From an optimization exercise on the open Yosys and OpenROAD flow, aimed at small area, a short achievable clock period and few clock cycles; shortcuts taken in it are not production practice.
Function was not checked in any run shown here: the RTL went through the layout flow alone.

==> flow/design.v, too long to show whole: its modules and the start of the top module <==
// module systolic_array: 125 lines
// module mac_lane0: 516 lines
// module mac_lane1: 516 lines
// module mac_lane2: 516 lines
// module mac_lane3: 516 lines
// module mac_lane4: 516 lines
module systolic_array #(
    parameter DATAWIDTH = 16,
    parameter N_SIZE = 5
) (
    input  wire                     clk,
    input  wire                     rst_n,
    input  wire                     valid_in,
    input  wire signed [N_SIZE*DATAWIDTH-1:0] matrix_a_in,
    input  wire signed [N_SIZE*DATAWIDTH-1:0] matrix_b_in,
    output reg  valid_out,
    output wire signed [N_SIZE*2*DATAWIDTH-1:0] matrix_c_out
);
  // ...
==> flow/flow/run.sh <==
#!/bin/bash
set -euo pipefail
MARGIN=5.9
bash standard.sh synth > log_synth.txt 2>&1
bash standard.sh SETUP_SLACK_MARGIN=$MARGIN finish > log_layout.txt 2>&1
test -f out/final.def
==> flow/standard.sh <==
#!/bin/bash
# synth_recipe.tcl (not shown) runs the flow's synth.tcl, then flattens the netlist and writes it again
# the make line also repeats each setting of config.mk as NAME=value (left out here)
make -C /OpenROAD-flow-scripts/flow DESIGN_CONFIG=/design/flow/config.mk WORK_HOME=/design/flow/orfs CLKGATE_MAP_FILE= SYNTH_SCRIPT=/design/flow/synth_recipe.tcl "${@:-finish}"
==> flow/config.mk <==
export PLATFORM = sky130hd
export DESIGN_NAME = systolic_array
export DESIGN_NICKNAME = systolic_array
export VERILOG_FILES = /design/flow/design.v
export SDC_FILE = /design/flow/constraint.sdc
export NUM_CORES = 8
export LEC_CHECK = 0
export CAP_MARGIN = 40
export CORE_MARGIN = 2
export CORE_UTILIZATION = 45
export CTS_CLUSTER_DIAMETER = 150
export CTS_CLUSTER_SIZE = 28
export SLEW_MARGIN = 40
export TNS_END_PERCENT = 10
==> flow/constraint.sdc <==
create_clock -name core_clock -period 9.0 [get_ports {clk}]
set_input_delay 1.8000 -clock core_clock [delete_from_list [all_inputs] [get_ports {clk}]]
set_output_delay 1.8000 -clock core_clock [all_outputs]
set_load 0.01 [all_outputs]
==> out/qor.txt, run 1 <==
SYNTH
-------------------------------------------------------------------------------------
Share of the synthesized area in compound gates (AO/OA/AOI/OAI)                11.21%
Ranking of synthesized cells by area                                     dfxtp_1 (43%), fa_1 (18%), xnor2_1 (9.2%)
Yosys top cell area share                                                      42.58%
Count leader, synth                                                           dfxtp_1
Fraction of the mapped netlist area in simple logic gates                      4.032%
Post-synthesis instance total                                                   5,590
FF+latch count, synth                                                           1,366
Adder and majority cell fraction of the synthesized area                       23.09%
Part of the Yosys area used for sequential elements                            42.78%

DIE
-------------------------------------------------------------------------------------
Starting Density                                                               45.25%
Number of core rows                                                               138

WORST SETUP PATH
-------------------------------------------------------------------------------------
CP Data Required Time                                                         9610 ps
Cell-by-cell listing of the critical path                                fa_1 -> fa_1 -> ha_4 -> inv_1 -> or3_1 -> o211ai_1 -> and3_4 -> nor3_4 -> a21oi_2 -> a211o_1 -> a21oi_2 -> xnor2_1
Type of destination of the critical path                                    flip-flop
Cell depth of the worst setup path                                                 12
Critical path's largest stage delay                                            560 ps
Register-to-register setup slack                                              5440 ps

RUN STATUS
-------------------------------------------------------------------------------------
Outcome                                              no timing/DRC/antenna violations

CTS
-------------------------------------------------------------------------------------
Total clock buffers created by CTS                                                 55
Clock-pin slew of the registers on the worst-case setup and hold paths         120 ps
Clock tree from TritonCTS                                                       built
Clk Tree Root Cell                                                          clkbuf_16
Setup repair bufs after CTS                                                        43
Max clock buf depth                                                                 3
Cts hold-fix bufs                                                                   0
Count of H-tree levels built during CTS                                             2

DRT
-------------------------------------------------------------------------------------
Top metal layer carrying routed signals                                          met5

FINISH
-------------------------------------------------------------------------------------
Clock-cell share                                                               2.100%
Share of the final layout cell area in sequential cells                        38.23%
Number of diodes                                                                    5
Non-clk bufs                                                                      452
Multi-input gate area                                                     0.03460 mm²

WORST HOLD PATH
-------------------------------------------------------------------------------------
HP Start                                                                 col[0].b_st[3][6]

TIMING
-------------------------------------------------------------------------------------
Clk_skew                                                                     54.30 ps
Number of endpoints with negative hold slack in the final report                    0

PLACE
-------------------------------------------------------------------------------------
Inst Count DP                                                                   7,488
Placement Cell Area                                                       0.06885 mm²

==> module systolic_array, before the edit <==
module systolic_array #(
    parameter DATAWIDTH = 16,
    parameter N_SIZE = 5
) (
    input  wire                     clk,
    input  wire                     rst_n,
    input  wire                     valid_in,
    input  wire signed [N_SIZE*DATAWIDTH-1:0] matrix_a_in,
    input  wire signed [N_SIZE*DATAWIDTH-1:0] matrix_b_in,
    output reg  valid_out,
    output wire signed [N_SIZE*2*DATAWIDTH-1:0] matrix_c_out
);
    localparam DW = DATAWIDTH;
    localparam N  = N_SIZE;
    localparam CW = 2*DATAWIDTH;
    reg [4:0] cnt;
    reg       load;      
    reg       first_0;   
    reg       first_1;   
    reg       first_2;   
    reg       first_3;   
    reg       first_4;   
    wire      run = (cnt != 5'd0) | valid_in;
    wire [4:0] cnt_nx = (cnt == 5'd31) ? cnt : cnt + 5'd1;
    always @(posedge clk or negedge rst_n) begin
        if (!rst_n)
            cnt <= 5'd0;
        else if (run)
            cnt <= cnt_nx;
    end
    always @(posedge clk) begin
        load      <= ~run | (cnt_nx <= 5'd4);
        valid_out <= run & ((cnt_nx == 5'd7) | (cnt_nx == 5'd12) | (cnt_nx == 5'd17) |
                            (cnt_nx == 5'd22) | (cnt_nx == 5'd27));
        first_0 <= run & ((cnt_nx == 5'd2) | (cnt_nx == 5'd7) | (cnt_nx == 5'd12) | (cnt_nx == 5'd17) | (cnt_nx == 5'd22));
        first_1 <= ~(run & ((cnt_nx == 5'd2) | (cnt_nx == 5'd7) | (cnt_nx == 5'd12) | (cnt_nx == 5'd17) | (cnt_nx == 5'd22)));
        first_2 <= run & ((cnt_nx == 5'd1) | (cnt_nx == 5'd2) | (cnt_nx == 5'd7) | (cnt_nx == 5'd12) | (cnt_nx == 5'd17) | (cnt_nx == 5'd22));
        first_3 <= ~(run & ((cnt_nx == 5'd1) | (cnt_nx == 5'd2) | (cnt_nx == 5'd7) | (cnt_nx == 5'd12) | (cnt_nx == 5'd17) | (cnt_nx == 5'd22)));
        first_4 <= run & ((cnt_nx == 5'd2) | (cnt_nx == 5'd7) | (cnt_nx == 5'd12) | (cnt_nx == 5'd17) | (cnt_nx == 5'd22) | (cnt_nx == 5'd27));
    end
    reg signed [DW-1:0] a_st [1:20];
    integer q;
    always @(posedge clk) begin
        for (q = 1; q < 20; q = q + 1) begin
            if (q % 5 == 0)
                a_st[q] <= load ? matrix_a_in[(q/5)*DW +: DW] : a_st[q+1];
            else
                a_st[q] <= a_st[q+1];
        end
        a_st[20] <= matrix_a_in[4*DW +: DW];
    end
    wire [DW-1:0] a0_nx = load ? matrix_a_in[0 +: DW] : a_st[1];
    wire [DW:0]   a0_ext = {a0_nx, 1'b0};
    reg  [7:0] e0_0, e1_0, e2_0;
    reg  [7:0] e0_1, e1_1, e2_1;
    reg  [7:0] e0_2, e1_2, e2_2;
    reg  [7:0] e0_3, e1_3, e2_3;
    reg  [7:0] e0_4, e1_4, e2_4;
    integer d;
    reg x2, x1, x0;
    always @(posedge clk) begin
        for (d = 0; d < 8; d = d + 1) begin
            x2 = a0_ext[2*d+2];
            x1 = a0_ext[2*d+1];
            x0 = a0_ext[2*d];
            e0_0[d] <= x2;
            e1_0[d] <= x1 ^ x0;
            e2_0[d] <= (x2 & ~x1 & ~x0) | (~x2 & x1 & x0);
            e0_1[d] <= ~x2;
            e1_1[d] <= ~(x1 ^ x0);
            e2_1[d] <= ~((x2 & ~x1 & ~x0) | (~x2 & x1 & x0));
            e0_2[d] <= x2 & ~(x1 & x0);
            e1_2[d] <= x1 ^ x0;
            e2_2[d] <= (x2 & ~x1 & ~x0) | (~x2 & x1 & x0);
            e0_3[d] <= ~(x2 & ~(x1 & x0));
            e1_3[d] <= ~(x1 ^ x0);
            e2_3[d] <= ~((x2 & ~x1 & ~x0) | (~x2 & x1 & x0));
            e0_4[d] <= ~x2;
            e1_4[d] <= x1 ^ x0;
            e2_4[d] <= (x2 & ~x1 & ~x0) | (~x2 & x1 & x0);
        end
    end
    genvar j;
    generate
        for (j = 0; j < N; j = j + 1) begin : col
            reg signed [DW-1:0] b_st [0:4];
            integer p;
            always @(posedge clk) begin
                b_st[0] <= load ? matrix_b_in[j*DW +: DW] : b_st[4];
                for (p = 1; p < 5; p = p + 1)
                    b_st[p] <= b_st[p-1];
            end
        end
    endgenerate
    wire [CW-1:0] acc_0;
    mac_lane0 lane0 (
        .clk(clk), .first(first_0), .e0(e0_0), .e1(e1_0), .e2(e2_0),
        .b(col[0].b_st[0]), .acc(acc_0)
    );
    assign matrix_c_out[0*CW +: CW] = acc_0;
    wire [CW-1:0] acc_1;
    mac_lane1 lane1 (
        .clk(clk), .first(first_1), .e0(e0_1), .e1(e1_1), .e2(e2_1),
        .b(col[1].b_st[0]), .acc(acc_1)
    );
    assign matrix_c_out[1*CW +: CW] = acc_1;
    wire [CW-1:0] acc_2;
    mac_lane2 lane2 (
        .clk(clk), .first(first_2), .e0(e0_2), .e1(e1_2), .e2(e2_2),
        .b(col[2].b_st[0]), .acc(acc_2)
    );
    assign matrix_c_out[2*CW +: CW] = acc_2;
    wire [CW-1:0] acc_3;
    mac_lane3 lane3 (
        .clk(clk), .first(first_3), .e0(e0_3), .e1(e1_3), .e2(e2_3),
        .b(col[3].b_st[0]), .acc(acc_3)
    );
    assign matrix_c_out[3*CW +: CW] = acc_3;
    wire [CW-1:0] acc_4;
    mac_lane4 lane4 (
        .clk(clk), .first(first_4), .e0(e0_4), .e1(e1_4), .e2(e2_4),
        .b(col[4].b_st[0]), .acc(acc_4)
    );
    assign matrix_c_out[4*CW +: CW] = acc_4;
endmodule
==> inputs of run 2 (changes only) <==
--- a/flow/design.v
+++ b/flow/design.v
@@ -25,23 +25,22 @@
     always @(posedge clk or negedge rst_n) begin
         if (!rst_n)
             cnt <= 5'd0;
         else if (run)
             cnt <= cnt_nx;
     end
     always @(posedge clk) begin
         load      <= ~run | (cnt_nx <= 5'd4);
-        valid_out <= run & ((cnt_nx == 5'd7) | (cnt_nx == 5'd12) | (cnt_nx == 5'd17) |
-                            (cnt_nx == 5'd22) | (cnt_nx == 5'd27));
-        first_0 <= run & ((cnt_nx == 5'd2) | (cnt_nx == 5'd7) | (cnt_nx == 5'd12) | (cnt_nx == 5'd17) | (cnt_nx == 5'd22));
-        first_1 <= ~(run & ((cnt_nx == 5'd2) | (cnt_nx == 5'd7) | (cnt_nx == 5'd12) | (cnt_nx == 5'd17) | (cnt_nx == 5'd22)));
-        first_2 <= run & ((cnt_nx == 5'd1) | (cnt_nx == 5'd2) | (cnt_nx == 5'd7) | (cnt_nx == 5'd12) | (cnt_nx == 5'd17) | (cnt_nx == 5'd22));
-        first_3 <= ~(run & ((cnt_nx == 5'd1) | (cnt_nx == 5'd2) | (cnt_nx == 5'd7) | (cnt_nx == 5'd12) | (cnt_nx == 5'd17) | (cnt_nx == 5'd22)));
-        first_4 <= run & ((cnt_nx == 5'd2) | (cnt_nx == 5'd7) | (cnt_nx == 5'd12) | (cnt_nx == 5'd17) | (cnt_nx == 5'd22) | (cnt_nx == 5'd27));
+        valid_out <= run & ((cnt_nx == 5'd8) | (cnt_nx == 5'd13) | (cnt_nx == 5'd18) | (cnt_nx == 5'd23) | (cnt_nx == 5'd28));
+        first_0 <= run & ((cnt_nx == 5'd3) | (cnt_nx == 5'd8) | (cnt_nx == 5'd13) | (cnt_nx == 5'd18) | (cnt_nx == 5'd23));
+        first_1 <= ~(run & ((cnt_nx == 5'd3) | (cnt_nx == 5'd8) | (cnt_nx == 5'd13) | (cnt_nx == 5'd18) | (cnt_nx == 5'd23)));
+        first_2 <= run & ((cnt_nx == 5'd2) | (cnt_nx == 5'd3) | (cnt_nx == 5'd8) | (cnt_nx == 5'd13) | (cnt_nx == 5'd18) | (cnt_nx == 5'd23));
+        first_3 <= ~(run & ((cnt_nx == 5'd2) | (cnt_nx == 5'd3) | (cnt_nx == 5'd8) | (cnt_nx == 5'd13) | (cnt_nx == 5'd18) | (cnt_nx == 5'd23)));
+        first_4 <= run & ((cnt_nx == 5'd3) | (cnt_nx == 5'd8) | (cnt_nx == 5'd13) | (cnt_nx == 5'd18) | (cnt_nx == 5'd23) | (cnt_nx == 5'd28));
     end
     reg signed [DW-1:0] a_st [1:20];
     integer q;
     always @(posedge clk) begin
         for (q = 1; q < 20; q = q + 1) begin
             if (q % 5 == 0)
                 a_st[q] <= load ? matrix_a_in[(q/5)*DW +: DW] : a_st[q+1];
             else
@@ -568,81 +567,23 @@
     wire u45 = s1[70] ^ s1[71] ^ s1[72];
     wire u46 = (s1[70] & s1[71]) | (s1[70] & s1[72]) | (s1[71] & s1[72]);
     wire u47 = s1[73] ^ s1[74] ^ s1[75];
     wire u48 = (s1[73] & s1[74]) | (s1[73] & s1[75]) | (s1[74] & s1[75]);
     wire u49 = s1[76] ^ s1[77] ^ s1[78];
     wire u50 = (s1[76] & s1[77]) | (s1[76] & s1[78]) | (s1[77] & s1[78]);
     wire u51 = s1[79] ^ s1[80];
     wire u52 = s1[79] & s1[80];
-    wire u53 = s1[0] ^ s1[1];
-    wire u54 = s1[0] & s1[1];
-    wire u55 = s1[2] ^ acc_in[1];
-    wire u56 = s1[2] & acc_in[1];
-    wire u57 = s1[3] ^ acc_in[2];
-    wire u58 = s1[3] & acc_in[2];
-    wire u59 = s1[6] ^ u1 ^ acc_in[3];
-    wire u60 = (s1[6] & u1) | (s1[6] & acc_in[3]) | (u1 & acc_in[3]);
-    wire u61 = u2 ^ acc_in[4] ^ u3;
-    wire u62 = (u2 & acc_in[4]) | (u2 & u3) | (acc_in[4] & u3);
-    wire u63 = acc_in[5] ^ u4 ^ u5;
-    wire u64 = (acc_in[5] & u4) | (acc_in[5] & u5) | (u4 & u5);
-    wire u65 = acc_in[6] ^ u6 ^ u7;
-    wire u66 = (acc_in[6] & u6) | (acc_in[6] & u7) | (u6 & u7);
-    wire u67 = acc_in[7] ^ u8 ^ u9;
-    wire u68 = (acc_in[7] & u8) | (acc_in[7] & u9) | (u8 & u9);
-    wire u69 = acc_in[8] ^ u10 ^ u11;
-    wire u70 = (acc_in[8] & u10) | (acc_in[8] & u11) | (u10 & u11);
-    wire u71 = acc_in[9] ^ u12 ^ u13;
-    wire u72 = (acc_in[9] & u12) | (acc_in[9] & u13) | (u12 & u13);
-    wire u73 = acc_in[10] ^ u14 ^ u15;
-    wire u74 = (acc_in[10] & u14) | (acc_in[10] & u15) | (u14 & u15);
-    wire u75 = acc_in[11] ^ u16 ^ u17;
-    wire u76 = (acc_in[11] & u16) | (acc_in[11] & u17) | (u16 & u17);
-    wire u77 = acc_in[12] ^ u18 ^ u19;
-    wire u78 = (acc_in[12] & u18) | (acc_in[12] & u19) | (u18 & u19);
-    wire u79 = acc_in[13] ^ u20 ^ u21;
-    wire u80 = (acc_in[13] & u20) | (acc_in[13] & u21) | (u20 & u21);
-    wire u81 = acc_in[14] ^ u22 ^ u23;
-    wire u82 = (acc_in[14] & u22) | (acc_in[14] & u23) | (u22 & u23);
-    wire u83 = acc_in[15] ^ u24 ^ u25;
-    wire u84 = (acc_in[15] & u24) | (acc_in[15] & u25) | (u24 & u25);
-    wire u85 = acc_in[16] ^ u26 ^ u27;
-    wire u86 = (acc_in[16] & u26) | (acc_in[16] & u27) | (u26 & u27);
-    wire u87 = acc_in[17] ^ u28 ^ u29;
-    wire u88 = (acc_in[17] & u28) | (acc_in[17] & u29) | (u28 & u29);
-    wire u89 = acc_in[18] ^ u30 ^ u31;
-    wire u90 = (acc_in[18] & u30) | (acc_in[18] & u31) | (u30 & u31);
-    wire u91 = acc_in[19] ^ u32 ^ u33;
-    wire u92 = (acc_in[19] & u32) | (acc_in[19] & u33) | (u32 & u33);
-    wire u93 = acc_in[20] ^ u34 ^ u35;
-    wire u94 = (acc_in[20] & u34) | (acc_in[20] & u35) | (u34 & u35);
-    wire u95 = acc_in[21] ^ u36 ^ u37;
-    wire u96 = (acc_in[21] & u36) | (acc_in[21] & u37) | (u36 & u37);
-    wire u97 = acc_in[22] ^ u38 ^ u39;
-    wire u98 = (acc_in[22] & u38) | (acc_in[22] & u39) | (u38 & u39);
-    wire u99 = acc_in[23] ^ u40 ^ u41;
-    wire u100 = (acc_in[23] & u40) | (acc_in[23] & u41) | (u40 & u41);
-    wire u101 = acc_in[24] ^ u42 ^ u43;
-    wire u102 = (acc_in[24] & u42) | (acc_in[24] & u43) | (u42 & u43);
-    wire u103 = acc_in[25] ^ u44 ^ u45;
-    wire u104 = (acc_in[25] & u44) | (acc_in[25] & u45) | (u44 & u45);
-    wire u105 = acc_in[26] ^ u46 ^ u47;
-    wire u106 = (acc_in[26] & u46) | (acc_in[26] & u47) | (u46 & u47);
-    wire u107 = acc_in[27] ^ u48 ^ u49;
-    wire u108 = (acc_in[27] & u48) | (acc_in[27] & u49) | (u48 & u49);
-    wire u109 = u51 ^ acc_in[28] ^ u50;
-    wire u110 = (u51 & acc_in[28]) | (u51 & u50) | (acc_in[28] & u50);
-    wire u111 = s1[81] ^ u52 ^ acc_in[29];
-    wire u112 = (s1[81] & u52) | (s1[81] & acc_in[29]) | (u52 & acc_in[29]);
-    wire u113 = s1[82] ^ acc_in[30];
-    wire u114 = s1[82] & acc_in[30];
-    wire [31:0] x = {u114, u112, u110, u108, u106, u104, u102, u100, u98, u96, u94, u92, u90, u88, u86, u84, u82, u80, u78, u76, u74, u72, u70, u68, u66, u64, u62, u60, u58, u56, u54, u53};
-    wire [31:0] y = {acc_in[31], u113, u111, u109, u107, u105, u103, u101, u99, u97, u95, u93, u91, u89, u87, u85, u83, u81, u79, u77, u75, u73, u71, u69, u67, u65, u63, u61, u59, u57, u55, acc_in[0]};
-    always @(posedge clk) acc <= x + y;
+    wire [31:0] x = {1'b0, s1[82], u52, u50, u48, u46, u44, u42, u40, u38, u36, u34, u32, u30, u28, u26, u24, u22, u20, u18, u16, u14, u12, u10, u8, u6, u4, u2, u1, s1[3], s1[2], s1[0]};
+    wire [31:0] y = {1'b0, 1'b0, s1[81], u51, u49, u47, u45, u43, u41, u39, u37, u35, u33, u31, u29, u27, u25, u23, u21, u19, u17, u15, u13, u11, u9, u7, u5, u3, s1[6], 1'b0, 1'b0, s1[1]};
+    reg  [31:0] prod;
+    always @(posedge clk) begin
+        prod <= x + y;
+        acc  <= acc_in + prod;
+    end
 endmodule
 module mac_lane1 (
     input  wire        clk,
     input  wire        first,
     input  wire [7:0]  e0,
     input  wire [7:0]  e1,
     input  wire [7:0]  e2,
     input  wire [15:0] b,
@@ -1084,81 +1025,23 @@
     wire u45 = s1[70] ^ s1[71] ^ s1[72];
     wire u46 = (s1[70] & s1[71]) | (s1[70] & s1[72]) | (s1[71] & s1[72]);
     wire u47 = s1[73] ^ s1[74] ^ s1[75];
     wire u48 = (s1[73] & s1[74]) | (s1[73] & s1[75]) | (s1[74] & s1[75]);
     wire u49 = s1[76] ^ s1[77] ^ s1[78];
     wire u50 = (s1[76] & s1[77]) | (s1[76] & s1[78]) | (s1[77] & s1[78]);
     wire u51 = s1[79] ^ s1[80];
     wire u52 = s1[79] & s1[80];
-    wire u53 = s1[0] ^ s1[1];
-    wire u54 = s1[0] & s1[1];
-    wire u55 = s1[2] ^ acc_in[1];
-    wire u56 = s1[2] & acc_in[1];
-    wire u57 = s1[3] ^ acc_in[2];
-    wire u58 = s1[3] & acc_in[2];
-    wire u59 = s1[6] ^ u1 ^ acc_in[3];
-    wire u60 = (s1[6] & u1) | (s1[6] & acc_in[3]) | (u1 & acc_in[3]);
-    wire u61 = u2 ^ acc_in[4] ^ u3;
-    wire u62 = (u2 & acc_in[4]) | (u2 & u3) | (acc_in[4] & u3);
-    wire u63 = acc_in[5] ^ u4 ^ u5;
-    wire u64 = (acc_in[5] & u4) | (acc_in[5] & u5) | (u4 & u5);
-    wire u65 = acc_in[6] ^ u6 ^ u7;
-    wire u66 = (acc_in[6] & u6) | (acc_in[6] & u7) | (u6 & u7);
-    wire u67 = acc_in[7] ^ u8 ^ u9;
-    wire u68 = (acc_in[7] & u8) | (acc_in[7] & u9) | (u8 & u9);
-    wire u69 = acc_in[8] ^ u10 ^ u11;
-    wire u70 = (acc_in[8] & u10) | (acc_in[8] & u11) | (u10 & u11);
-    wire u71 = acc_in[9] ^ u12 ^ u13;
-    wire u72 = (acc_in[9] & u12) | (acc_in[9] & u13) | (u12 & u13);
-    wire u73 = acc_in[10] ^ u14 ^ u15;
-    wire u74 = (acc_in[10] & u14) | (acc_in[10] & u15) | (u14 & u15);
-    wire u75 = acc_in[11] ^ u16 ^ u17;
-    wire u76 = (acc_in[11] & u16) | (acc_in[11] & u17) | (u16 & u17);
-    wire u77 = acc_in[12] ^ u18 ^ u19;
-    wire u78 = (acc_in[12] & u18) | (acc_in[12] & u19) | (u18 & u19);
-    wire u79 = acc_in[13] ^ u20 ^ u21;
-    wire u80 = (acc_in[13] & u20) | (acc_in[13] & u21) | (u20 & u21);
-    wire u81 = acc_in[14] ^ u22 ^ u23;
-    wire u82 = (acc_in[14] & u22) | (acc_in[14] & u23) | (u22 & u23);
-    wire u83 = acc_in[15] ^ u24 ^ u25;
-    wire u84 = (acc_in[15] & u24) | (acc_in[15] & u25) | (u24 & u25);
-    wire u85 = acc_in[16] ^ u26 ^ u27;
-    wire u86 = (acc_in[16] & u26) | (acc_in[16] & u27) | (u26 & u27);
-    wire u87 = acc_in[17] ^ u28 ^ u29;
-    wire u88 = (acc_in[17] & u28) | (acc_in[17] & u29) | (u28 & u29);
-    wire u89 = acc_in[18] ^ u30 ^ u31;
-    wire u90 = (acc_in[18] & u30) | (acc_in[18] & u31) | (u30 & u31);
-    wire u91 = acc_in[19] ^ u32 ^ u33;
-    wire u92 = (acc_in[19] & u32) | (acc_in[19] & u33) | (u32 & u33);
-    wire u93 = acc_in[20] ^ u34 ^ u35;
-    wire u94 = (acc_in[20] & u34) | (acc_in[20] & u35) | (u34 & u35);
-    wire u95 = acc_in[21] ^ u36 ^ u37;
-    wire u96 = (acc_in[21] & u36) | (acc_in[21] & u37) | (u36 & u37);
-    wire u97 = acc_in[22] ^ u38 ^ u39;
-    wire u98 = (acc_in[22] & u38) | (acc_in[22] & u39) | (u38 & u39);
-    wire u99 = acc_in[23] ^ u40 ^ u41;
-    wire u100 = (acc_in[23] & u40) | (acc_in[23] & u41) | (u40 & u41);
-    wire u101 = acc_in[24] ^ u42 ^ u43;
-    wire u102 = (acc_in[24] & u42) | (acc_in[24] & u43) | (u42 & u43);
-    wire u103 = acc_in[25] ^ u44 ^ u45;
-    wire u104 = (acc_in[25] & u44) | (acc_in[25] & u45) | (u44 & u45);
-    wire u105 = acc_in[26] ^ u46 ^ u47;
-    wire u106 = (acc_in[26] & u46) | (acc_in[26] & u47) | (u46 & u47);
-    wire u107 = acc_in[27] ^ u48 ^ u49;
-    wire u108 = (acc_in[27] & u48) | (acc_in[27] & u49) | (u48 & u49);
-    wire u109 = u51 ^ acc_in[28] ^ u50;
-    wire u110 = (u51 & acc_in[28]) | (u51 & u50) | (acc_in[28] & u50);
-    wire u111 = s1[81] ^ u52 ^ acc_in[29];
-    wire u112 = (s1[81] & u52) | (s1[81] & acc_in[29]) | (u52 & acc_in[29]);
-    wire u113 = s1[82] ^ acc_in[30];
-    wire u114 = s1[82] & acc_in[30];
-    wire [31:0] x = {u114, u112, u110, u108, u106, u104, u102, u100, u98, u96, u94, u92, u90, u88, u86, u84, u82, u80, u78, u76, u74, u72, u70, u68, u66, u64, u62, u60, u58, u56, u54, u53};
-    wire [31:0] y = {acc_in[31], u113, u111, u109, u107, u105, u103, u101, u99, u97, u95, u93, u91, u89, u87, u85, u83, u81, u79, u77, u75, u73, u71, u69, u67, u65, u63, u61, u59, u57, u55, acc_in[0]};
-    always @(posedge clk) acc <= x + y;
+    wire [31:0] x = {1'b0, s1[82], u52, u50, u48, u46, u44, u42, u40, u38, u36, u34, u32, u30, u28, u26, u24, u22, u20, u18, u16, u14, u12, u10, u8, u6, u4, u2, u1, s1[3], s1[2], s1[0]};
+    wire [31:0] y = {1'b0, 1'b0, s1[81], u51, u49, u47, u45, u43, u41, u39, u37, u35, u33, u31, u29, u27, u25, u23, u21, u19, u17, u15, u13, u11, u9, u7, u5, u3, s1[6], 1'b0, 1'b0, s1[1]};
+    reg  [31:0] prod;
+    always @(posedge clk) begin
+        prod <= x + y;
+        acc  <= acc_in + prod;
+    end
 endmodule
 module mac_lane2 (
     input  wire        clk,
     input  wire        first,
     input  wire [7:0]  e0,
     input  wire [7:0]  e1,
     input  wire [7:0]  e2,
     input  wire [15:0] b,
@@ -1600,81 +1483,23 @@
     wire u45 = s1[70] ^ s1[71] ^ s1[72];
     wire u46 = (s1[70] & s1[71]) | (s1[70] & s1[72]) | (s1[71] & s1[72]);
     wire u47 = s1[73] ^ s1[74] ^ s1[75];
     wire u48 = (s1[73] & s1[74]) | (s1[73] & s1[75]) | (s1[74] & s1[75]);
     wire u49 = s1[76] ^ s1[77] ^ s1[78];
     wire u50 = (s1[76] & s1[77]) | (s1[76] & s1[78]) | (s1[77] & s1[78]);
     wire u51 = s1[79] ^ s1[80];
     wire u52 = s1[79] & s1[80];
-    wire u53 = s1[0] ^ s1[1];
-    wire u54 = s1[0] & s1[1];
-    wire u55 = s1[2] ^ acc_in[1];
-    wire u56 = s1[2] & acc_in[1];
-    wire u57 = s1[3] ^ acc_in[2];
-    wire u58 = s1[3] & acc_in[2];
-    wire u59 = s1[6] ^ u1 ^ acc_in[3];
-    wire u60 = (s1[6] & u1) | (s1[6] & acc_in[3]) | (u1 & acc_in[3]);
-    wire u61 = u2 ^ acc_in[4] ^ u3;
-    wire u62 = (u2 & acc_in[4]) | (u2 & u3) | (acc_in[4] & u3);
-    wire u63 = acc_in[5] ^ u4 ^ u5;
-    wire u64 = (acc_in[5] & u4) | (acc_in[5] & u5) | (u4 & u5);
-    wire u65 = acc_in[6] ^ u6 ^ u7;
-    wire u66 = (acc_in[6] & u6) | (acc_in[6] & u7) | (u6 & u7);
-    wire u67 = acc_in[7] ^ u8 ^ u9;
-    wire u68 = (acc_in[7] & u8) | (acc_in[7] & u9) | (u8 & u9);
-    wire u69 = acc_in[8] ^ u10 ^ u11;
-    wire u70 = (acc_in[8] & u10) | (acc_in[8] & u11) | (u10 & u11);
-    wire u71 = acc_in[9] ^ u12 ^ u13;
-    wire u72 = (acc_in[9] & u12) | (acc_in[9] & u13) | (u12 & u13);
-    wire u73 = acc_in[10] ^ u14 ^ u15;
-    wire u74 = (acc_in[10] & u14) | (acc_in[10] & u15) | (u14 & u15);
-    wire u75 = acc_in[11] ^ u16 ^ u17;
-    wire u76 = (acc_in[11] & u16) | (acc_in[11] & u17) | (u16 & u17);
-    wire u77 = acc_in[12] ^ u18 ^ u19;
-    wire u78 = (acc_in[12] & u18) | (acc_in[12] & u19) | (u18 & u19);
-    wire u79 = acc_in[13] ^ u20 ^ u21;
-    wire u80 = (acc_in[13] & u20) | (acc_in[13] & u21) | (u20 & u21);
-    wire u81 = acc_in[14] ^ u22 ^ u23;
-    wire u82 = (acc_in[14] & u22) | (acc_in[14] & u23) | (u22 & u23);
-    wire u83 = acc_in[15] ^ u24 ^ u25;
-    wire u84 = (acc_in[15] & u24) | (acc_in[15] & u25) | (u24 & u25);
-    wire u85 = acc_in[16] ^ u26 ^ u27;
-    wire u86 = (acc_in[16] & u26) | (acc_in[16] & u27) | (u26 & u27);
-    wire u87 = acc_in[17] ^ u28 ^ u29;
-    wire u88 = (acc_in[17] & u28) | (acc_in[17] & u29) | (u28 & u29);
-    wire u89 = acc_in[18] ^ u30 ^ u31;
-    wire u90 = (acc_in[18] & u30) | (acc_in[18] & u31) | (u30 & u31);
-    wire u91 = acc_in[19] ^ u32 ^ u33;
-    wire u92 = (acc_in[19] & u32) | (acc_in[19] & u33) | (u32 & u33);
-    wire u93 = acc_in[20] ^ u34 ^ u35;
-    wire u94 = (acc_in[20] & u34) | (acc_in[20] & u35) | (u34 & u35);
-    wire u95 = acc_in[21] ^ u36 ^ u37;
-    wire u96 = (acc_in[21] & u36) | (acc_in[21] & u37) | (u36 & u37);
-    wire u97 = acc_in[22] ^ u38 ^ u39;
-    wire u98 = (acc_in[22] & u38) | (acc_in[22] & u39) | (u38 & u39);
-    wire u99 = acc_in[23] ^ u40 ^ u41;
-    wire u100 = (acc_in[23] & u40) | (acc_in[23] & u41) | (u40 & u41);
-    wire u101 = acc_in[24] ^ u42 ^ u43;
-    wire u102 = (acc_in[24] & u42) | (acc_in[24] & u43) | (u42 & u43);
-    wire u103 = acc_in[25] ^ u44 ^ u45;
-    wire u104 = (acc_in[25] & u44) | (acc_in[25] & u45) | (u44 & u45);
-    wire u105 = acc_in[26] ^ u46 ^ u47;
-    wire u106 = (acc_in[26] & u46) | (acc_in[26] & u47) | (u46 & u47);
-    wire u107 = acc_in[27] ^ u48 ^ u49;
-    wire u108 = (acc_in[27] & u48) | (acc_in[27] & u49) | (u48 & u49);
-    wire u109 = u51 ^ acc_in[28] ^ u50;
-    wire u110 = (u51 & acc_in[28]) | (u51 & u50) | (acc_in[28] & u50);
-    wire u111 = s1[81] ^ u52 ^ acc_in[29];
-    wire u112 = (s1[81] & u52) | (s1[81] & acc_in[29]) | (u52 & acc_in[29]);
-    wire u113 = s1[82] ^ acc_in[30];
-    wire u114 = s1[82] & acc_in[30];
-    wire [31:0] x = {u114, u112, u110, u108, u106, u104, u102, u100, u98, u96, u94, u92, u90, u88, u86, u84, u82, u80, u78, u76, u74, u72, u70, u68, u66, u64, u62, u60, u58, u56, u54, u53};
-    wire [31:0] y = {acc_in[31], u113, u111, u109, u107, u105, u103, u101, u99, u97, u95, u93, u91, u89, u87, u85, u83, u81, u79, u77, u75, u73, u71, u69, u67, u65, u63, u61, u59, u57, u55, acc_in[0]};
-    always @(posedge clk) acc <= x + y;
+    wire [31:0] x = {1'b0, s1[82], u52, u50, u48, u46, u44, u42, u40, u38, u36, u34, u32, u30, u28, u26, u24, u22, u20, u18, u16, u14, u12, u10, u8, u6, u4, u2, u1, s1[3], s1[2], s1[0]};
+    wire [31:0] y = {1'b0, 1'b0, s1[81], u51, u49, u47, u45, u43, u41, u39, u37, u35, u33, u31, u29, u27, u25, u23, u21, u19, u17, u15, u13, u11, u9, u7, u5, u3, s1[6], 1'b0, 1'b0, s1[1]};
+    reg  [31:0] prod;
+    always @(posedge clk) begin
+        prod <= x + y;
+        acc  <= acc_in + prod;
+    end
 endmodule
 module mac_lane3 (
     input  wire        clk,
     input  wire        first,
     input  wire [7:0]  e0,
     input  wire [7:0]  e1,
     input  wire [7:0]  e2,
     input  wire [15:0] b,
@@ -2116,81 +1941,23 @@
     wire u45 = s1[70] ^ s1[71] ^ s1[72];
     wire u46 = (s1[70] & s1[71]) | (s1[70] & s1[72]) | (s1[71] & s1[72]);
     wire u47 = s1[73] ^ s1[74] ^ s1[75];
     wire u48 = (s1[73] & s1[74]) | (s1[73] & s1[75]) | (s1[74] & s1[75]);
     wire u49 = s1[76] ^ s1[77] ^ s1[78];
     wire u50 = (s1[76] & s1[77]) | (s1[76] & s1[78]) | (s1[77] & s1[78]);
     wire u51 = s1[79] ^ s1[80];
     wire u52 = s1[79] & s1[80];
-    wire u53 = s1[0] ^ s1[1];
-    wire u54 = s1[0] & s1[1];
-    wire u55 = s1[2] ^ acc_in[1];
-    wire u56 = s1[2] & acc_in[1];
-    wire u57 = s1[3] ^ acc_in[2];
-    wire u58 = s1[3] & acc_in[2];
-    wire u59 = s1[6] ^ u1 ^ acc_in[3];
-    wire u60 = (s1[6] & u1) | (s1[6] & acc_in[3]) | (u1 & acc_in[3]);
-    wire u61 = u2 ^ acc_in[4] ^ u3;
-    wire u62 = (u2 & acc_in[4]) | (u2 & u3) | (acc_in[4] & u3);
-    wire u63 = acc_in[5] ^ u4 ^ u5;
-    wire u64 = (acc_in[5] & u4) | (acc_in[5] & u5) | (u4 & u5);
-    wire u65 = acc_in[6] ^ u6 ^ u7;
-    wire u66 = (acc_in[6] & u6) | (acc_in[6] & u7) | (u6 & u7);
-    wire u67 = acc_in[7] ^ u8 ^ u9;
-    wire u68 = (acc_in[7] & u8) | (acc_in[7] & u9) | (u8 & u9);
-    wire u69 = acc_in[8] ^ u10 ^ u11;
-    wire u70 = (acc_in[8] & u10) | (acc_in[8] & u11) | (u10 & u11);
-    wire u71 = acc_in[9] ^ u12 ^ u13;
-    wire u72 = (acc_in[9] & u12) | (acc_in[9] & u13) | (u12 & u13);
-    wire u73 = acc_in[10] ^ u14 ^ u15;
-    wire u74 = (acc_in[10] & u14) | (acc_in[10] & u15) | (u14 & u15);
-    wire u75 = acc_in[11] ^ u16 ^ u17;
-    wire u76 = (acc_in[11] & u16) | (acc_in[11] & u17) | (u16 & u17);
-    wire u77 = acc_in[12] ^ u18 ^ u19;
-    wire u78 = (acc_in[12] & u18) | (acc_in[12] & u19) | (u18 & u19);
-    wire u79 = acc_in[13] ^ u20 ^ u21;
-    wire u80 = (acc_in[13] & u20) | (acc_in[13] & u21) | (u20 & u21);
-    wire u81 = acc_in[14] ^ u22 ^ u23;
-    wire u82 = (acc_in[14] & u22) | (acc_in[14] & u23) | (u22 & u23);
-    wire u83 = acc_in[15] ^ u24 ^ u25;
-    wire u84 = (acc_in[15] & u24) | (acc_in[15] & u25) | (u24 & u25);
-    wire u85 = acc_in[16] ^ u26 ^ u27;
-    wire u86 = (acc_in[16] & u26) | (acc_in[16] & u27) | (u26 & u27);
-    wire u87 = acc_in[17] ^ u28 ^ u29;
-    wire u88 = (acc_in[17] & u28) | (acc_in[17] & u29) | (u28 & u29);
-    wire u89 = acc_in[18] ^ u30 ^ u31;
-    wire u90 = (acc_in[18] & u30) | (acc_in[18] & u31) | (u30 & u31);
-    wire u91 = acc_in[19] ^ u32 ^ u33;
-    wire u92 = (acc_in[19] & u32) | (acc_in[19] & u33) | (u32 & u33);
-    wire u93 = acc_in[20] ^ u34 ^ u35;
-    wire u94 = (acc_in[20] & u34) | (acc_in[20] & u35) | (u34 & u35);
-    wire u95 = acc_in[21] ^ u36 ^ u37;
-    wire u96 = (acc_in[21] & u36) | (acc_in[21] & u37) | (u36 & u37);
-    wire u97 = acc_in[22] ^ u38 ^ u39;
-    wire u98 = (acc_in[22] & u38) | (acc_in[22] & u39) | (u38 & u39);
-    wire u99 = acc_in[23] ^ u40 ^ u41;
-    wire u100 = (acc_in[23] & u40) | (acc_in[23] & u41) | (u40 & u41);
-    wire u101 = acc_in[24] ^ u42 ^ u43;
-    wire u102 = (acc_in[24] & u42) | (acc_in[24] & u43) | (u42 & u43);
-    wire u103 = acc_in[25] ^ u44 ^ u45;
-    wire u104 = (acc_in[25] & u44) | (acc_in[25] & u45) | (u44 & u45);
-    wire u105 = acc_in[26] ^ u46 ^ u47;
-    wire u106 = (acc_in[26] & u46) | (acc_in[26] & u47) | (u46 & u47);
-    wire u107 = acc_in[27] ^ u48 ^ u49;
-    wire u108 = (acc_in[27] & u48) | (acc_in[27] & u49) | (u48 & u49);
-    wire u109 = u51 ^ acc_in[28] ^ u50;
-    wire u110 = (u51 & acc_in[28]) | (u51 & u50) | (acc_in[28] & u50);
-    wire u111 = s1[81] ^ u52 ^ acc_in[29];
-    wire u112 = (s1[81] & u52) | (s1[81] & acc_in[29]) | (u52 & acc_in[29]);
-    wire u113 = s1[82] ^ acc_in[30];
-    wire u114 = s1[82] & acc_in[30];
-    wire [31:0] x = {u114, u112, u110, u108, u106, u104, u102, u100, u98, u96, u94, u92, u90, u88, u86, u84, u82, u80, u78, u76, u74, u72, u70, u68, u66, u64, u62, u60, u58, u56, u54, u53};
-    wire [31:0] y = {acc_in[31], u113, u111, u109, u107, u105, u103, u101, u99, u97, u95, u93, u91, u89, u87, u85, u83, u81, u79, u77, u75, u73, u71, u69, u67, u65, u63, u61, u59, u57, u55, acc_in[0]};
-    always @(posedge clk) acc <= x + y;
+    wire [31:0] x = {1'b0, s1[82], u52, u50, u48, u46, u44, u42, u40, u38, u36, u34, u32, u30, u28, u26, u24, u22, u20, u18, u16, u14, u12, u10, u8, u6, u4, u2, u1, s1[3], s1[2], s1[0]};
+    wire [31:0] y = {1'b0, 1'b0, s1[81], u51, u49, u47, u45, u43, u41, u39, u37, u35, u33, u31, u29, u27, u25, u23, u21, u19, u17, u15, u13, u11, u9, u7, u5, u3, s1[6], 1'b0, 1'b0, s1[1]};
+    reg  [31:0] prod;
+    always @(posedge clk) begin
+        prod <= x + y;
+        acc  <= acc_in + prod;
+    end
 endmodule
 module mac_lane4 (
     input  wire        clk,
     input  wire        first,
     input  wire [7:0]  e0,
     input  wire [7:0]  e1,
     input  wire [7:0]  e2,
     input  wire [15:0] b,
@@ -2632,74 +2399,16 @@
     wire u45 = s1[70] ^ s1[71] ^ s1[72];
     wire u46 = (s1[70] & s1[71]) | (s1[70] & s1[72]) | (s1[71] & s1[72]);
     wire u47 = s1[73] ^ s1[74] ^ s1[75];
     wire u48 = (s1[73] & s1[74]) | (s1[73] & s1[75]) | (s1[74] & s1[75]);
     wire u49 = s1[76] ^ s1[77] ^ s1[78];
     wire u50 = (s1[76] & s1[77]) | (s1[76] & s1[78]) | (s1[77] & s1[78]);
     wire u51 = s1[79] ^ s1[80];
     wire u52 = s1[79] & s1[80];
-    wire u53 = s1[0] ^ s1[1];
-    wire u54 = s1[0] & s1[1];
-    wire u55 = s1[2] ^ acc_in[1];
-    wire u56 = s1[2] & acc_in[1];
-    wire u57 = s1[3] ^ acc_in[2];
-    wire u58 = s1[3] & acc_in[2];
-    wire u59 = s1[6] ^ u1 ^ acc_in[3];
-    wire u60 = (s1[6] & u1) | (s1[6] & acc_in[3]) | (u1 & acc_in[3]);
-    wire u61 = u2 ^ acc_in[4] ^ u3;
-    wire u62 = (u2 & acc_in[4]) | (u2 & u3) | (acc_in[4] & u3);
-    wire u63 = acc_in[5] ^ u4 ^ u5;
-    wire u64 = (acc_in[5] & u4) | (acc_in[5] & u5) | (u4 & u5);
-    wire u65 = acc_in[6] ^ u6 ^ u7;
-    wire u66 = (acc_in[6] & u6) | (acc_in[6] & u7) | (u6 & u7);
-    wire u67 = acc_in[7] ^ u8 ^ u9;
-    wire u68 = (acc_in[7] & u8) | (acc_in[7] & u9) | (u8 & u9);
-    wire u69 = acc_in[8] ^ u10 ^ u11;
-    wire u70 = (acc_in[8] & u10) | (acc_in[8] & u11) | (u10 & u11);
-    wire u71 = acc_in[9] ^ u12 ^ u13;
-    wire u72 = (acc_in[9] & u12) | (acc_in[9] & u13) | (u12 & u13);
-    wire u73 = acc_in[10] ^ u14 ^ u15;
-    wire u74 = (acc_in[10] & u14) | (acc_in[10] & u15) | (u14 & u15);
-    wire u75 = acc_in[11] ^ u16 ^ u17;
-    wire u76 = (acc_in[11] & u16) | (acc_in[11] & u17) | (u16 & u17);
-    wire u77 = acc_in[12] ^ u18 ^ u19;
-    wire u78 = (acc_in[12] & u18) | (acc_in[12] & u19) | (u18 & u19);
-    wire u79 = acc_in[13] ^ u20 ^ u21;
-    wire u80 = (acc_in[13] & u20) | (acc_in[13] & u21) | (u20 & u21);
-    wire u81 = acc_in[14] ^ u22 ^ u23;
-    wire u82 = (acc_in[14] & u22) | (acc_in[14] & u23) | (u22 & u23);
-    wire u83 = acc_in[15] ^ u24 ^ u25;
-    wire u84 = (acc_in[15] & u24) | (acc_in[15] & u25) | (u24 & u25);
-    wire u85 = acc_in[16] ^ u26 ^ u27;
-    wire u86 = (acc_in[16] & u26) | (acc_in[16] & u27) | (u26 & u27);
-    wire u87 = acc_in[17] ^ u28 ^ u29;
-    wire u88 = (acc_in[17] & u28) | (acc_in[17] & u29) | (u28 & u29);
-    wire u89 = acc_in[18] ^ u30 ^ u31;
-    wire u90 = (acc_in[18] & u30) | (acc_in[18] & u31) | (u30 & u31);
-    wire u91 = acc_in[19] ^ u32 ^ u33;
-    wire u92 = (acc_in[19] & u32) | (acc_in[19] & u33) | (u32 & u33);
-    wire u93 = acc_in[20] ^ u34 ^ u35;
-    wire u94 = (acc_in[20] & u34) | (acc_in[20] & u35) | (u34 & u35);
-    wire u95 = acc_in[21] ^ u36 ^ u37;
-    wire u96 = (acc_in[21] & u36) | (acc_in[21] & u37) | (u36 & u37);
-    wire u97 = acc_in[22] ^ u38 ^ u39;
-    wire u98 = (acc_in[22] & u38) | (acc_in[22] & u39) | (u38 & u39);
-    wire u99 = acc_in[23] ^ u40 ^ u41;
-    wire u100 = (acc_in[23] & u40) | (acc_in[23] & u41) | (u40 & u41);
-    wire u101 = acc_in[24] ^ u42 ^ u43;
-    wire u102 = (acc_in[24] & u42) | (acc_in[24] & u43) | (u42 & u43);
-    wire u103 = acc_in[25] ^ u44 ^ u45;
-    wire u104 = (acc_in[25] & u44) | (acc_in[25] & u45) | (u44 & u45);
-    wire u105 = acc_in[26] ^ u46 ^ u47;
-    wire u106 = (acc_in[26] & u46) | (acc_in[26] & u47) | (u46 & u47);
-    wire u107 = acc_in[27] ^ u48 ^ u49;
-    wire u108 = (acc_in[27] & u48) | (acc_in[27] & u49) | (u48 & u49);
-    wire u109 = u51 ^ acc_in[28] ^ u50;
-    wire u110 = (u51 & acc_in[28]) | (u51 & u50) | (acc_in[28] & u50);
-    wire u111 = s1[81] ^ u52 ^ acc_in[29];
-    wire u112 = (s1[81] & u52) | (s1[81] & acc_in[29]) | (u52 & acc_in[29]);
-    wire u113 = s1[82] ^ acc_in[30];
-    wire u114 = s1[82] & acc_in[30];
-    wire [31:0] x = {u114, u112, u110, u108, u106, u104, u102, u100, u98, u96, u94, u92, u90, u88, u86, u84, u82, u80, u78, u76, u74, u72, u70, u68, u66, u64, u62, u60, u58, u56, u54, u53};
-    wire [31:0] y = {acc_in[31], u113, u111, u109, u107, u105, u103, u101, u99, u97, u95, u93, u91, u89, u87, u85, u83, u81, u79, u77, u75, u73, u71, u69, u67, u65, u63, u61, u59, u57, u55, acc_in[0]};
-    always @(posedge clk) acc <= x + y;
+    wire [31:0] x = {1'b0, s1[82], u52, u50, u48, u46, u44, u42, u40, u38, u36, u34, u32, u30, u28, u26, u24, u22, u20, u18, u16, u14, u12, u10, u8, u6, u4, u2, u1, s1[3], s1[2], s1[0]};
+    wire [31:0] y = {1'b0, 1'b0, s1[81], u51, u49, u47, u45, u43, u41, u39, u37, u35, u33, u31, u29, u27, u25, u23, u21, u19, u17, u15, u13, u11, u9, u7, u5, u3, s1[6], 1'b0, 1'b0, s1[1]};
+    reg  [31:0] prod;
+    always @(posedge clk) begin
+        prod <= x + y;
+        acc  <= acc_in + prod;
+    end
 endmodule
==> out/qor.txt, run 2 <==
RUN STATUS
-----------------------------------------------------------------------------------------
Outcome                                                  no timing/DRC/antenna violations   unchanged

TIMING
-----------------------------------------------------------------------------------------
Final setup TNS                                                                      0 ps   unchanged
Number of endpoints with negative hold slack in the final report                        0   unchanged
Worst relative slew slack                                                          40.51%   was 40.57%
Fmax                                                                            293.7 MHz   was 280.8 MHz
Setup repair after global routing missed its margin                                   yes   unchanged
Final Hold Slack                                                                 305.1 ps   was 304.2 ps
Slew of the pin with the lowest slew margin                                      892.4 ps   was 891.4 ps
Final worst path period share                                                      37.84%   was 39.58%
Clk_skew                                                                         57.73 ps   was 54.30 ps
Shortest clock period the worst path allows after layout                          3405 ps   was 3562 ps
Setup slack of the critical path after layout                                     5595 ps   was 5438 ps
Count of pins over their slew limit                                                     0   unchanged
Final setup viols                                                                       0   unchanged

PLACE
-----------------------------------------------------------------------------------------
Worst setup slack after placement                                                 5188 ps   was 4855 ps
RePlAce Congestion                                                                 0.8571   was 0.8460
Inst Count DP                                                                       8,513   was 7,488
Placement Cell Area                                                           0.07566 mm²   was 0.06885 mm²
Final HPWL from detailed placement                                               120.2 mm   was 110.3 mm
IO buf count                                                                          323   unchanged

SYNTH
-----------------------------------------------------------------------------------------
Most numerous cell types in the synthesized netlist                          dfxtp_1 (1,521), xnor2_1 (791), fa_1 (425)   was dfxtp_1 (1,361), xnor2_1 (672), fa_1 (560)
Count of flip-flops with a built-in enable after synthesis                              0   unchanged
Part of the Yosys area used for sequential elements                                43.23%   was 42.78%
Cell type with the highest aggregate area in the netlist                          dfxtp_1   unchanged
Number of nets in the synthesized netlist                                           7,457   was 6,598
Ranking of synthesized cells by area                                         dfxtp_1 (43%), fa_1 (12%), xnor2_1 (9.8%)   was dfxtp_1 (43%), fa_1 (18%), xnor2_1 (9.2%)
Post-synthesis instance total                                                       6,459   was 5,590
Syn Std Cell Area                                                             0.07072 mm²   was 0.06398 mm²
Top FF cell, synth                                                                dfxtp_1   unchanged
Distinct cell type count of the synthesized netlist                                    85   was 75
FF+latch count, synth                                                               1,526   was 1,366
YS warnings                                                                            18   unchanged
Mean instance size in the synthesized netlist                                   10.95 µm²   was 11.45 µm²
Proportion of register bits with asynchronous set or reset after synthesis        0.3277%   was 0.3660%
Count leader, synth                                                               dfxtp_1   unchanged
Yosys top cell area share                                                          43.05%   was 42.58%

FLOW RUN
-----------------------------------------------------------------------------------------
Max-cap violations                                                                      0   unchanged

DIE
-----------------------------------------------------------------------------------------
Die outline area                                                               0.1603 mm²   was 0.1452 mm²
Number of core rows                                                                   145   was 138
Core ar.                                                                       0.1562 mm²   was 0.1414 mm²
# IOs                                                                                 324   unchanged
Die X-Extent                                                                     400.4 µm   was 381.1 µm
Height of the chip                                                               400.4 µm   was 381.1 µm
Starting Density                                                                   45.28%   was 45.25%

GLOBAL ROUTING
-----------------------------------------------------------------------------------------
Overflow after GRT                                                                      0   unchanged
Total routing resource utilization after global routing                            21.45%   was 22.08%
Pin count of the biggest net entering global routing                                   52   was 60
Initial antenna violation count                                                         1   was 31
Global-route wire length before repair                                           274.6 mm   was 250.8 mm
Vias in the first global route                                                     48.33k   was 42.22k

FINISH
-----------------------------------------------------------------------------------------
Final Core Density                                                                 50.74%   was 50.85%
Leading cell types in the layout, fill and taps excluded                     dfxtp_1 (1,443), xnor2_1 (791), fa_1 (419)   was dfxtp_1 (1,288), xnor2_1 (671), fa_1 (553)
Number of flip-flops in the largest register                                          400   unchanged
FILL cells                                                                         14.03k   was 12.49k
# nets final                                                                        7,606   was 6,718
Most common cell after layout, fill and taps aside                                dfxtp_1   unchanged
Layout-stage area growth over the synthesis result                                 12.08%   was 12.38%
Top flop regs                                                                col.b_st (400), a_st (320)   unchanged
Area of all placed cells without fillers                                      0.07926 mm²   was 0.07190 mm²
Fraction of layout instances using a drive strength above 1                        10.43%   was 10.78%
Largest register by flop count                                                   col.b_st   unchanged
Post-layout instance count excluding filler cells                                   8,674   was 7,610

WORST SETUP PATH
-----------------------------------------------------------------------------------------
CP Launch Type                                                                  flip-flop   unchanged
Beginning of the worst register-to-register path                              lane1.s1[7]   was lane2.s1[28]
Register-to-register setup slack                                                  5600 ps   was 5440 ps
Critical path data arrival time                                                   1610 ps   was 4170 ps
Type of destination of the critical path                                       output pin   was flip-flop
Critical path's slowest cell                                                 clkdlybuf4s50_1   was fa_1
CP Data Required Time                                                             7200 ps   was 9610 ps
Sum of buffers and inverters on the critical path                                       1   unchanged
Critical path's largest stage delay                                                540 ps   was 560 ps
Setup CP Type                                                                     reg2out   was reg2reg
Largest fanout of any net on the critical path                                          2   was 5
Critical path startpoint                                                     lane3.acc[0]   was lane2.s1[28]
Cell-by-cell listing of the critical path                                    clkdlybuf4s50_1   was fa_1 -> fa_1 -> ha_4 -> inv_1 -> or3_1 -> o211ai_1 -> and3_4 -> nor3_4 -> a21oi_2 -> a211o_1 -> a21oi_2 -> xnor2_1
Family of cells with the greatest summed delay on the critical path          buffers and inverters   was adder cells

DRT
-----------------------------------------------------------------------------------------
Residual antenna-violating net count after detailed routing                             0   unchanged
Total Wirelength                                                                 177.7 mm   was 162.2 mm
DRC                                                                                     0   unchanged
Detailed router's first-iteration violation count                                   3,205   was 2,949
First-pass iteration count of the detailed router                                       7   was 6
Vias/cell                                                                           5.467   was 5.367
Number of vias in the routed layout                                                47.42k   was 40.85k
Average wire per standard cell                                                   20.48 µm   was 21.32 µm

CTS
-----------------------------------------------------------------------------------------
Clock tree from TritonCTS                                                           built   unchanged
Count of H-tree levels built during CTS                                                 2   unchanged
Clock-pin slew of the registers on the worst-case setup and hold paths             120 ps   about the same
Max clock buf depth                                                                     3   unchanged
Clk Tree Root Cell                                                              clkbuf_16   unchanged
Worst-skew pair later-pin latency                                                  780 ps   was 740 ps
TritonCTS sink count                                                                1,526   was 1,366
Total clock buffers created by CTS                                                     60   was 55

WORST HOLD PATH
-----------------------------------------------------------------------------------------
Kind of path behind the tightest hold check                                       reg2reg   unchanged
HP Start                                                                     col[0].b_st[1][3]   was col[0].b_st[3][6]

run 2: changes by cell type in the layout (fill, tap and decap cells not counted), sizes merged, moves of 52 or more:
cell           before   now
xnor2             672   791
ha                285   410
a21o               84   136
dfxtp            1361  1521
inv               449   359
nand2             133   209
a21oi             149   265
fa                560   425
dlygate4sd2         0   140
o21ai              93   165
clkdlybuf4s50     313   170
nor2               89   143
run 2: kinds of logic (layout without fill, tap and decap cells):
group | after synthesis | in the layout | synth area share [%]
DFF | 1526 | 1526 | 43.23
AOI/OAI and AO/OA | 1426 | 1426 | 13.44
xor gates and xnor gates | 964 | 964 | 11.94
adders and majority gates | 835 | 835 | 19.28
and+or+nand+nor | 795 | 795 | 5.706
buffers and inverters | 763 | 919 | 4.050
muxes | 150 | 150 | 2.353
other | 0 | 1 | 0
run 2: path summary, 6_finish.rpt:
check,to,cells past startpoint
worst min-delay path,col[0].b_st[2][3],0
worst min register to register,col[0].b_st[2][3],0
worst max-delay path,matrix_c_out[96],1
min in group asynchronous,cnt[0],1
worst max register to register,lane1.prod[30],14
max in group asynchronous,cnt[3],1
run 2: metal layers:
metal | share of wire (%) | global-route usage [%] | vias up | routed length [µm]
li1 | - | - | 22150 | -
met2 | 48 | 36.70 | 1503 | 85340
met5 | 0 | 0 | - | 0
met4 | 3.0 | 6.413 | 0 | 5277
met3 | 5.8 | 2.859 | 296 | 10310
met1 | 43 | 28.22 | 23480 | 76750
run 2: final cells by class:
cell class / instances / area (µm²) / area share (%)
inverter: 358 / 1344 / 1.695
timing repair buffer: 492 / 4492 / 5.667
antenna: 1 / 2.502 / 0.003157
multi-input combinational: 4170 / 38530 / 48.60
clock buffer: 64 / 1516 / 1.913
sequential: 1526 / 30710 / 38.75
tap: 2058 / 2575 / 3.249
clock inverter: 5 / 96.34 / 0.1215
run 2: repair_timing:
item | CTS | global route
hold endpoints to repair | 0 | 0
buffers inserted | 42 | 46
resized for setup | 346 | 163
gates cloned | 2 | 1
endpoints found under the setup margin | 289 | 299
pin swaps | 49 | 101
hold buffers | 0 | 0

afterwards: timing with drivers on the ports:
In the flow no input, the clock included, has a driving cell. The finished layouts below were timed again as built, in two steps.
Step 1, drivers: a clkbuf_16 drives clk and a buf_2 each remaining input, both assumed.
Step 2 also shifts input and output timing later by t, the mid clock arrival at the registers, as if the neighbouring blocks saw the same clock.
Three values: ideal ports, drivers, drivers and shift; two values: the first two.
run | t (ns) | setup WS [ns] | clock arrival spread, ns | pins driven straight from the clock port
run 1 | 0.792 | 5.438 / 5.395 / 4.865 | 0.057 / 0.056 | 1
run 2 | 0.821 | 5.595 / 5.516 / 5.404 | 0.069 / 0.069 | 1
After both steps setup and hold are still met in every run listed. For run 1, which loses most, drivers alone change the setup slack by -0.043 ns; drivers and shift together by -0.573 ns.
